Context: an optimization exercise on an open-source flow, tuned for small area, a short achievable clock period and few clock cycles per item. The choices shown serve that exercise and are no tape-out recipe. Only simulation tests tie the RTL to the original design; equivalence was not proved. Power figures rest on the tool's default switching activity, not on a simulated workload.

File: design.v
module bloom_bram #(
  parameter BIT_ARRAY_SIZE = 1024,
  parameter ADDR_WIDTH     = $clog2(BIT_ARRAY_SIZE)
)(
  input  logic                     clk,
  input  logic                     rst_n,
  input  logic                     we,
  input  logic [ADDR_WIDTH-1:0]    addr0,
  input  logic [ADDR_WIDTH-1:0]    addr1,
  output logic                     dout0,
  output logic                     dout1
);
  localparam ROW_BITS = ADDR_WIDTH / 2;
  localparam COL_BITS = ADDR_WIDTH - ROW_BITS;
  localparam ROWS     = 1 << ROW_BITS;
  localparam COLS     = 1 << COL_BITS;
  logic [BIT_ARRAY_SIZE-1:0] mem;
  logic [ROWS-1:0] row0, row1;
  logic [COLS-1:0] col0, col1;
  assign row0 = we ? {{(ROWS-1){1'b0}}, 1'b1} << addr0[ADDR_WIDTH-1:COL_BITS] : '0;
  assign row1 = we ? {{(ROWS-1){1'b0}}, 1'b1} << addr1[ADDR_WIDTH-1:COL_BITS] : '0;
  assign col0 = {{(COLS-1){1'b0}}, 1'b1} << addr0[COL_BITS-1:0];
  assign col1 = {{(COLS-1){1'b0}}, 1'b1} << addr1[COL_BITS-1:0];
  logic [BIT_ARRAY_SIZE-1:0] set;
  for (genvar i = 0; i < BIT_ARRAY_SIZE; i++) begin : g_set
    assign set[i] = (row0[i / COLS] & col0[i % COLS]) | (row1[i / COLS] & col1[i % COLS]);
  end
  always_ff @(posedge clk) begin
    if (!rst_n)
      mem <= '0;
    else
      mem <= mem | set;
  end
  assign dout0 = mem[addr0];
  assign dout1 = mem[addr1];
endmodule
module bloom_filter_optimized #(
  parameter BIT_ARRAY_SIZE = 1024,
  parameter HASH_WIDTH     = $clog2(BIT_ARRAY_SIZE)
)(
  input  logic                clk,
  input  logic                rst_n,        
  input  logic                enable,       
  input  logic [31:0]         src_ip,       
  input  logic [31:0]         dest_ip,      
  input  logic [15:0]         tag,          
  output logic                safe,         
  output logic                output_valid, 
  output logic [63:0]         header,       
  output logic [15:0]         out_tag,      
  output logic                busy          
);
  assign busy = 1'b0;
  function automatic [31:0] jround (input logic [31:0] h, input logic [7:0] b);
    logic [31:0] x;
    begin
      x = h + (h << 10) + {14'd0, b, 2'd0, b};
      jround = x ^ (x >> 6);
    end
  endfunction
  function automatic [HASH_WIDTH-1:0] jfinal (input logic [31:0] f);
    logic [20:0] g;
    begin
      g = f[20:0] + {f[17:0], 3'd0};
      jfinal = g[9:0] ^ g[20:11];
    end
  endfunction
  logic        v1, v2, v3, v4, v5;
  logic [79:0] d1, d2, d3, d4, d5;        
  logic [31:0] s2, t2, s3, t3, s4, t4;    
  logic [HASH_WIDTH-1:0] hs5, hd5;
  logic [BIT_ARRAY_SIZE-1:0] bits_q;
  logic rd_s, rd_d;
  always_ff @(posedge clk) begin
    d1 <= {src_ip, dest_ip, tag};
    d2 <= d1;
    d3 <= d2;
    d4 <= d3;
    d5 <= d4;
    s2 <= jround(jround(32'd0, d1[55:48]), d1[63:56]);
    t2 <= jround(jround(32'd0, d1[23:16]), d1[31:24]);
    s3 <= jround(s2, d2[71:64]);
    t3 <= jround(t2, d2[39:32]);
    s4 <= jround(s3, d3[79:72]);
    t4 <= jround(t3, d3[47:40]);
    hs5 <= jfinal(s4);
    hd5 <= jfinal(t4);
    header  <= d5[79:16];
    out_tag <= d5[15:0];
    safe    <= rd_s & rd_d;
  end
  always_ff @(posedge clk) begin
    if (!rst_n) begin
      v1 <= 1'b0;
      v2 <= 1'b0;
      v3 <= 1'b0;
      v4 <= 1'b0;
      v5 <= 1'b0;
      output_valid <= 1'b0;
    end else begin
      v1 <= enable;
      v2 <= v1;
      v3 <= v2;
      v4 <= v3;
      v5 <= v4;
      output_valid <= v5;
    end
  end
  bloom_bram #(
    .BIT_ARRAY_SIZE(BIT_ARRAY_SIZE),
    .ADDR_WIDTH(HASH_WIDTH)
  ) u_bram (
    .clk(clk),
    .rst_n(rst_n),
    .we(v5),
    .addr0(hs5),
    .addr1(hd5),
    .dout0(rd_s),
    .dout1(rd_d)
  );
endmodule
File: constraint.sdc
create_clock -name core_clock -period 14.0 [get_ports {clk}]
set_input_delay 2.8000 -clock core_clock [delete_from_list [all_inputs] [get_ports {clk}]]
set_output_delay 2.8000 -clock core_clock [all_outputs]
set_load 0.01 [all_outputs]
File: run.sh
#!/bin/bash
# synth_recipe.tcl (not shown) runs the flow's synth.tcl, then flattens the netlist and writes it again
# the make line also repeats each setting of config.mk as NAME=value (left out here)
make -C /OpenROAD-flow-scripts/flow DESIGN_CONFIG=/design/flow/config.mk WORK_HOME=/design/flow/orfs CLKGATE_MAP_FILE= SYNTH_SCRIPT=/design/flow/synth_recipe.tcl finish
File: config.mk
export PLATFORM = sky130hd
export DESIGN_NAME = bloom_filter_optimized
export DESIGN_NICKNAME = bloom_filter_optimized
export VERILOG_FILES = /design/flow/design.v
export SDC_FILE = /design/flow/constraint.sdc
export NUM_CORES = 4
export LEC_CHECK = 0
export CAP_MARGIN = 20
export CORE_MARGIN = 2
export CORE_UTILIZATION = 40
export PLACE_DENSITY = 0.6
export SLEW_MARGIN = 20
==> results of run 1 <==
synth_stat cells, types with 5 or more instances:
cell          n  share of area
a211oi_1     13         0.0012
dfxtp_1    1685           0.43
fa_1         44          0.011
o22ai_1    1031          0.082
o211ai_1     12         0.0011
a41oi_1       5        0.00056
buf_2        61         0.0039
xor2_1      151          0.017
a21oi_1     118         0.0075
o21ai_0      52         0.0033
or2_2         6        0.00048
o2111ai_1     9         0.0010
a21o_1       66         0.0063
mux2i_1      33         0.0042
buf_6        20         0.0029
nor2_1      114         0.0054
nor3_1       33         0.0021
buf_4        25         0.0024
nand2b_1     23         0.0018
o21ai_1      11        0.00070
o21bai_1     18         0.0017
buf_1        64         0.0031
and3_1       16         0.0013
ha_1        286          0.046
and2_1       23         0.0018
inv_1        50         0.0024
clkbuf_1    517          0.025
mux2_2       12         0.0017
a21boi_0      6        0.00057
nand4_1      14         0.0011
mux4_2      624           0.18
a22o_1        6        0.00067
nand2_1     230          0.011
o31ai_1       7        0.00067
a31oi_1      24         0.0019
or3_1         8        0.00064
o21a_1     1035          0.099
nor2b_1      26         0.0021
a221oi_1      9         0.0010
a22oi_1      16         0.0015
nand3_1      53         0.0034
nor3b_1       9        0.00086
xnor2_1     200          0.022
through the flow:
step / utilization / cells / instance area [um^2] / setup slack (ns) / power [mW]
after global routing: 0.451 / 9335 / 88100 / 8.13 / 20.3
after CTS: 0.450 / 9331 / 87900 / 8.38 / 19.4
final: 0.451 / 9339 / 88100 / 8.51 / 19.4
after floorplan: - / 6836 / 78600 / 10.03 / 12.0
after global placement: 0.419 / 8997 / 81700 / 8.27 / 14.4
after detailed placement: 0.419 / 8998 / 81700 / 8.26 / 14.5
worst paths after layout:
| check | from | end | slack (ns) |
|---|---|---|---|
| setup / recovery | hd5[0]$_DFF_P_ | safe$_DFF_P_ | 8.51 |
| hold / removal | d5[60]$_DFF_P_ | header[44]$_DFF_P_ | 0.31 |
| setup reg to reg | hd5[0]$_DFF_P_ | safe$_DFF_P_ | 8.51 |
| hold reg to reg | d5[60]$_DFF_P_ | header[44]$_DFF_P_ | 0.31 |
cell usage in the layout, fill, tap and decap left out, drive strengths merged, types with 119 or more instances in the layout:
master / instances
a21oi: 119
clkbuf: 262
clkdlybuf4s50: 163
dfxtp: 1685
ha: 286
mux4: 624
nand2: 230
o21a: 1035
o22ai: 1031
xnor2: 200
xor2: 151
cell families (layout without fill, tap and decap cells):
family / after synthesis / count (layout) / synth area share
compound gates: 2485 / 2485 / 0.216
xor+xnor: 354 / 354 / 0.0400
fa+ha+maj: 330 / 330 / 0.0567
buf+inv: 740 / 614 / 0.0394
flops: 1685 / 1685 / 0.429
mux: 669 / 669 / 0.185
other cells: 1 / 6 / 0.0000477
simple gates: 572 / 572 / 0.0338
routing by layer:
| metal | part of all wire | global-route usage | wire length [um] | up-vias |
|---|---|---|---|---|
| met5 | 0.00033 | 0.000977 | 94 | - |
| met4 | 0.074 | 0.177 | 21000 | 12 |
| met3 | 0.12 | 0.0864 | 34800 | 1162 |
| met2 | 0.43 | 0.407 | 122000 | 4079 |
| met1 | 0.37 | 0.344 | 105000 | 30318 |
| li1 | - | - | - | 25763 |
sequential cells by signal, indices dropped and copies added (netlist names), 27 cells and up:
name / cells
d1: 80
d2: 80
d3: 80
d4: 80
d5: 80
header: 64
s2: 29
s3: 27
t2: 29
t3: 27
u_bram.mem: 1024
worst max-delay path, cell delays in order, from the launching register on:
cell     delay (ns)
dfxtp_4        0.75
buf_4          0.89
buf_4          0.63
buf_4          0.86
mux4_2         0.61
mux4_2         0.50
mux2i_1        0.35
o22ai_1        0.16
o41ai_2        0.37
a32oi_1        0.13
power breakdown:
group | total, mW | switching, mW | internal, mW | leakage (nW)
logic | 8.71 | 5.27 | 3.44 | 14.9
registers | 5.79 | 0.518 | 5.27 | 13.8
clock network | 4.93 | 2.07 | 2.86 | 3.03
cell type report:
class	instances	area share
Timing Repair Buffer	228	0.0256
Inverter	53	0.00231
Antenna cell	5	0.000142
Sequential cell	1685	0.383
Clock buffer	262	0.0604
Clock inverter	71	0.00964
Tap cell	2624	0.0373
Multi-Input combinational cell	4411	0.482
==> out/qor.txt, run 1 <==
post-synth net total -> 7249
Post-Syn Area -> 78600 um^2
Initial Utilization -> 0.403
Max Fanout on Critical Path -> 46
total track usage -> 0.274
asr flop ratio synth -> 0
# rows -> 162
CP arrival -> 6.22 ns
Die Ht -> 447 um
Slew Limit Fails -> 0
initial DRC count -> 8886
Hold Vio Cnt, Final -> 0
worst hold path class -> reg2reg
post-cts sizing count -> 0
final worst path period share -> 0.392
die area -> 200000 um^2
GR Overflow Total -> 0
Worst-Skew Late Latency -> 0.85 ns
Worst R2R Path Depth -> 9
RSZ-0062 raised after global routing -> false
register area -> 33800 um^2
P per Cell Area -> 221 nW/um^2
status -> timing/DRC/antenna clean
peak supply drop -> 0.167 mV
CTS Root Cell -> clkbuf_16
Area growth syn-to-layout -> 12.1%
ys flop type -> dfxtp_1
Post-Synthesis Cells -> 6836
I/O pins -> 166
Final setup viols -> 0
hold path cells -> 0
DRT Pass-1 Iters -> 9
Leak -> 31.8 nW
Worst slew margin -> 0.203
total negative setup slack -> 0 ns
dpl hpwl -> 151000 um
Setup Fix Bufs, Post-CTS -> 0
GP Congestion -> 0.929
maximum clock path buffer count -> 3
via count -> 61334
Hold Buf Count CTS -> 0
Mapped Avg Cell Area -> 11.5 um^2
yosys synthesis warning count -> 2
crit start category -> flop
MaxCap Viol Count -> 0
vias in the first global route -> 59731
area taken by multi-input logic gates -> 42400 um^2
initial antenna violation count -> 8
PortBufs -> 164
total core area -> 195000 um^2
Unique masters post-synth -> 80
Chip Width -> 447 um
number of enable flip-flop cells after synthesis -> 0
Crit path required time -> 14.72 ns
clock transition at the registers of the reported paths -> 0.07 ns
Worst setup EP type -> flop
H-tree lvl count -> 4
Clock Sinks -> 1685
Final min period -> 5.49 ns
Seq cells post-synth -> 1685
largest net degree at the start of global routing -> 220
# DRC -> 0
drt wl/cell -> 30.2 um
Seq/Total Area, Yosys -> 0.429
DRT antenna net count -> 0
Setup CP Type -> reg2reg
nets -> 6973
# fillers -> 17838
WHS -> 0.306 ns
cts bufs inserted -> 181
measured slew at the worst slew-check pin -> 1.19 ns
Max Clock Skew -> 0.0265 ns
Max Clk Rate -> 0.182 GHz
layout cells sized above 1 -> 0.172
CTS tree -> yes
vias per cell -> 6.57
first-pass GRT wire length -> 405000 um
detailed-route wire length -> 282000 um
Testbench counts, summed over its fixed seeds: cycles 12,048, items 12,000.
==> inputs of run 2 (changes only) <==
--- a/design.v
+++ b/design.v
@@ -5,3 +5,3 @@
   input  logic                     clk,
-  input  logic                     rst_n,
+  input  logic                     clr,
   input  logic                     we,
@@ -28,3 +28,3 @@
   always_ff @(posedge clk) begin
-    if (!rst_n)
+    if (clr)
       mem <= '0;
@@ -33,4 +33,13 @@
   end
-  assign dout0 = mem[addr0];
-  assign dout1 = mem[addr1];
+  logic [COLS-1:0] hit0, hit1;
+  for (genvar c = 0; c < COLS; c++) begin : g_rd
+    logic [ROWS-1:0] colbits;
+    for (genvar r = 0; r < ROWS; r++) begin : g_r
+      assign colbits[r] = mem[r * COLS + c];
+    end
+    assign hit0[c] = col0[c] & |(row0 & colbits);
+    assign hit1[c] = col1[c] & |(row1 & colbits);
+  end
+  assign dout0 = |hit0;
+  assign dout1 = |hit1;
 endmodule
@@ -71,3 +80,3 @@
   logic [HASH_WIDTH-1:0] hs5, hd5;
-  logic [BIT_ARRAY_SIZE-1:0] bits_q;
+  logic clr;
   logic rd_s, rd_d;
@@ -91,2 +100,4 @@
   end
+  always_ff @(posedge clk)
+    clr <= !rst_n;
   always_ff @(posedge clk) begin
@@ -113,3 +124,3 @@
     .clk(clk),
-    .rst_n(rst_n),
+    .clr(clr),
     .we(v5),
==> flow/run.sh (new file) <==
#!/bin/bash
# Standard ORFS layout (the standard.sh), with the timing repair steps
# aiming for more setup slack than the design's clock period needs, and a
# clock tree without dummy loads.  Each tool's output goes to its own log.
set -euo pipefail
bash standard.sh \
  SETUP_SLACK_MARGIN=9.6 \
  "CTS_ARGS=-sink_clustering_enable -repair_clock_nets -dont_use_dummy_load" \
  finish > standard_flow.log 2>&1
==> standard.sh (new file) <==
#!/bin/bash
# synth_recipe.tcl (not shown) runs the flow's synth.tcl, then flattens the netlist and writes it again
# the make line also repeats each setting of config.mk as NAME=value (left out here)
make -C /OpenROAD-flow-scripts/flow DESIGN_CONFIG=/design/flow/config.mk WORK_HOME=/design/flow/orfs CLKGATE_MAP_FILE= SYNTH_SCRIPT=/design/flow/synth_recipe.tcl "${@:-finish}"
--- a/config.mk
+++ b/config.mk
@@ -9,4 +9,4 @@
 export CORE_MARGIN = 2
-export CORE_UTILIZATION = 40
-export PLACE_DENSITY = 0.6
+export CORE_UTILIZATION = 50
+export PLACE_DENSITY = 0.65
 export SLEW_MARGIN = 20
removed: run.sh
==> run 2 against run 1 <==
Fmax rose by 23%; combinational power fell by 27%; sequential power fell by 3%; critical endpoint unchanged; cell count fell by 2.0%; worst setup slack improved by 1.0 ns; largest cell class unchanged; non-clock buffer count rose by 120; via count rose by 9.5%; power fell by 18%; critical path depth rose by 1; worst hold slack got worse by 0.0062 ns; die area fell by 25%.
==> out/qor.txt, run 2 <==
P per Cell Area -> 198 nW/um^2 (was 221 nW/um^2)
Max Clk Rate -> 0.225 GHz (was 0.182 GHz)
# rows -> 140 (was 162)
MaxCap Viol Count -> 0 (unchanged)
detailed-route wire length -> 276000 um (was 282000 um)
register area -> 33800 um^2 (about the same)
CTS Root Cell -> clkbuf_16 (unchanged)
Core Util, Final -> 0.552 (was 0.451)
asr flop ratio synth -> 0 (unchanged)
Worst R2R Path Depth -> 10 (was 9)
Worst slew margin -> 0.126 (was 0.203)
post-synth net total -> 7908 (was 7249)
first-pass GRT wire length -> 404000 um (was 405000 um)
Die Ht -> 386 um (was 447 um)
Area growth syn-to-layout -> 9.75% (was 12.1%)
Final setup viols -> 0 (unchanged)
Initial Utilization -> 0.503 (was 0.403)
Setup CP Type -> reg2reg (unchanged)
cts bufs inserted -> 174 (was 181)
hold path cells -> 0 (unchanged)
Largest Register -> u_bram.mem (unchanged)
final cell count without fillers -> 9154 (was 9339)
Seq cells post-synth -> 1686 (was 1685)
RSZ-0062 raised after global routing -> true (was false)
most frequent cells in the layout -> 1677 x dfxtp_1, 1170 x a221oi_1, 1106 x nor2_1 (was 1677 x dfxtp_1, 1035 x o21a_1, 1031 x o22ai_1)
yosys synthesis warning count -> 2 (unchanged)
worst hold path class -> reg2reg (unchanged)
Chip Width -> 386 um (was 447 um)
total track usage -> 0.356 (was 0.274)
layout cells sized above 1 -> 0.0755 (was 0.172)
Worst-Skew Late Latency -> 0.83 ns (was 0.85 ns)
peak supply drop -> 0.166 mV (was 0.167 mV)
# fillers -> 12896 (was 17838)
die area -> 149000 um^2 (was 200000 um^2)
dpl hpwl -> 161000 um (was 151000 um)
count leader, synth -> dfxtp_1 (unchanged)
Seq/Total Area, Yosys -> 0.462 (was 0.429)
synth top area cells -> dfxtp_1 46%, a221oi_1 14%, a22oi_1 7.4% (was dfxtp_1 43%, mux4_2 18%, o21a_1 9.9%)
measured slew at the worst slew-check pin -> 1.30 ns (was 1.19 ns)
leading cell types by count after synthesis -> 1686 x dfxtp_1, 1171 x a221oi_1, 1171 x nor2_1 (was 1685 x dfxtp_1, 1035 x o21a_1, 1031 x o22ai_1)
GR Overflow Total -> 0 (unchanged)
dpl cells -> 8973 (was 8998)
RR Endpoint -> safe$_DFF_P_ (unchanged)
vias per cell -> 7.34 (was 6.57)
GP Congestion -> 0.975 (was 0.929)
area fraction in compound gates after synthesis -> 0.271 (was 0.216)
Clock Sinks -> 1686 (was 1685)
initial DRC count -> 12289 (was 8886)
Unique masters post-synth -> 80 (unchanged)
Worst Hold End -> d3[40]$_DFF_P_ (was header[44]$_DFF_P_)
reg2reg setup slack -> 9.55 ns (was 8.51 ns)
PortBufs -> 164 (unchanged)
combinational share of power -> 0.398 (was 0.448)
clock transition at the registers of the reported paths -> 0.06 ns (was 0.07 ns)
Max Fanout on Critical Path -> 36 (was 46)
CP arrival -> 5.20 ns (was 6.22 ns)
Max Clock Skew -> 0.0703 ns (was 0.0265 ns)
Hold Vio Cnt, Final -> 0 (unchanged)
Seq pwr share -> 0.353 (was 0.298)
via count -> 67159 (was 61334)
area taken by multi-input logic gates -> 36500 um^2 (was 42400 um^2)
maximum clock path buffer count -> 3 (unchanged)
total negative setup slack -> 0 ns (unchanged)
CTS tree -> yes (unchanged)
Psw -> 5.73 mW (was 7.86 mW)
Worst setup EP type -> flop (unchanged)
XOR/XNOR Fraction of Synth Area -> 0.0439 (was 0.0400)
sw frac -> 0.361 (was 0.404)
I/O pins -> 166 (unchanged)
# DRC -> 0 (unchanged)
vias in the first global route -> 62694 (was 59731)
cell taking the most area after synthesis -> dfxtp_1 (unchanged)
top cell type's share of synthesized area -> 0.462 (was 0.429)
DRT Pass-1 Iters -> 8 (was 9)
clock share of power -> 0.249 (was 0.254)
Post-Synthesis Cells -> 7495 (was 6836)
initial antenna violation count -> 7 (was 8)
status -> timing/DRC/antenna clean (unchanged)
min-delay src -> d2[40]$_DFF_P_ (was d5[60]$_DFF_P_)
Crit path required time -> 14.75 ns (was 14.72 ns)
Critical R2R Launch -> v5$_SDFF_PN0_ (was hd5[0]$_DFF_P_)
drt wl/cell -> 30.2 um (about the same)
DRT antenna net count -> 0 (unchanged)
H-tree lvl count -> 4 (unchanged)
Mapped Avg Cell Area -> 9.75 um^2 (was 11.5 um^2)
crit start category -> flop (unchanged)
commonest non-fill, non-tap cell in the layout -> dfxtp_1 (unchanged)
final worst path period share -> 0.318 (was 0.392)
multiplexer area fraction after synthesis -> 0.00190 (was 0.185)
Post-Synth Simple-Gate Area -> 0.115 (was 0.0338)
Largest register FFs -> 1024 (unchanged)
Leak -> 29.4 nW (was 31.8 nW)
cell-internal power -> 10.1 mW (was 11.6 mW)
largest net degree at the start of global routing -> 219 (was 220)
adder-cell share of the synthesized area -> 0.0610 (was 0.0567)
Final min period -> 4.45 ns (was 5.49 ns)
ys flop type -> dfxtp_1 (unchanged)
Slew Limit Fails -> 0 (unchanged)
main combinational cell family by area after synthesis -> compound AO/OA/AOI/OAI gates (unchanged)
total core area -> 145000 um^2 (was 195000 um^2)
nets -> 7651 (was 6973)
Post-Syn Area -> 73100 um^2 (was 78600 um^2)
number of enable flip-flop cells after synthesis -> 0 (unchanged)
run 2: cell types whose count changed after synthesis, moves of 624 or more:
cell      delta
a221oi_1  +1162
nor2_1    +1057
o22ai_1   -1028
o21a_1    -1025
a22oi_1    +708
mux4_2     -624
run 2: cell type report:
class	instances	area share
Inverter	43	0.00201
Clock buffer	174	0.0543
Tap cell	1917	0.0299
Antenna cell	1	0.0000312
Sequential cell	1686	0.421
Multi-Input combinational cell	4985	0.455
Timing Repair Buffer	348	0.0373
run 2: per-stage QoR:
stage	cell area (um^2)	hold WS (ns)	setup slack, ns	total power, mW
4_1_cts	80100	0.310	9.52	15.9
3_3_place_gp	75800	0.310	9.33	11.9
5_1_grt	80200	0.316	9.59	16.8
2_1_floorplan	73100	0.310	9.73	10.4
6_report	80200	0.300	9.55	15.9
3_5_place_dp	75800	0.312	9.35	12.0
run 2: worst max-delay path by stage:
stage | slack (ns) | start | endpoint
final | 9.55 | v5$_SDFF_PN0_ | safe$_DFF_P_
after detailed placement | 9.35 | d1[23]$_DFF_P_ | t2[18]$_DFF_P_
after CTS | 9.52 | d1[23]$_DFF_P_ | t2[18]$_DFF_P_
after floorplan | 9.73 | d1[23]$_DFF_P_ | t2[18]$_DFF_P_
after global placement | 9.33 | d1[23]$_DFF_P_ | t2[18]$_DFF_P_
after global routing | 9.59 | d1[23]$_DFF_P_ | t2[18]$_DFF_P_
run 2: logic make-up (layout without fill, tap and decap cells):
family	count (synthesis)	in the layout
AND/OR/NAND/NOR	1840	1840
other	1	2
XOR/XNOR	352	352
adder cells (fa/ha/maj)	330	330
flip-flops	1686	1686
AO/OA/AOI/OAI	2449	2449
multiplexers	13	13
buffers and inverters	824	565
run 2: routing by layer:
metal	share of wire	vias to the layer above	global-route usage
met5	0.00021	-	0
met1	0.37	32126	0.460
met4	0.072	10	0.210
li1	-	28226	-
met2	0.42	5415	0.529
met3	0.14	1382	0.0997
run 2: critical path, cell delays in order, from the launching register on:
cell	delay [ns]
dfxtp_1	0.70
nor4bb_1	0.75
and2_4	0.81
buf_4	0.66
a22oi_1	0.20
nand4_1	0.16
o31a_1	0.47
a2111oi_0	0.18
buf_4	0.20
nand4_1	0.09
o22a_1	0.15
run 2: power groups by stage:
stage	registers, mW	clock network, mW	logic [mW]
2_1_floorplan	5.54	0	4.89
3_5_place_dp	5.70	0	6.26
6_report	5.60	3.94	6.32
3_3_place_gp	5.70	0	6.16
5_1_grt	5.63	4.17	6.96
4_1_cts	5.60	3.99	6.29
run 2: what timing repair did:
action                                  4_1_cts  5_1_grt
endpoints found under the setup margin       92       12
setup buffers                                 0        5
hold buffers                                  0        0
cloned                                        0        0
pin swaps                                     0        3
resized for setup                            87       17
Testbench counts of run 2, summed over its fixed seeds: cycles 12,048, items 12,000.

[afterwards: timing with drivers on the ports]
No port has a modelled driver above. Below, the same layouts with a new extraction and two added sets of constraints.
Step 1, drivers: a clkbuf_16 drives clk and a buf_2 each remaining input, both assumed.
Step 2 times the ports against the registers' clock, not the clock port: input delays grow and output delays shrink by t, the midpoint of the rising clock arrivals with the driver on.
Three values: ideal ports, drivers, drivers and shift; two values: the first two.
run	t, ns	slack for setup (ns)	worst data-port slew with drivers (ns)
run 1	0.917	8.506 / 8.506 / 8.078	0.05
run 2	0.881	9.550 / 9.550 / 9.550	0.06
After both steps every run listed still meets setup and hold. For run 1, which loses most, drivers alone change the setup slack by 0.000 ns; drivers and shift together by -0.428 ns.
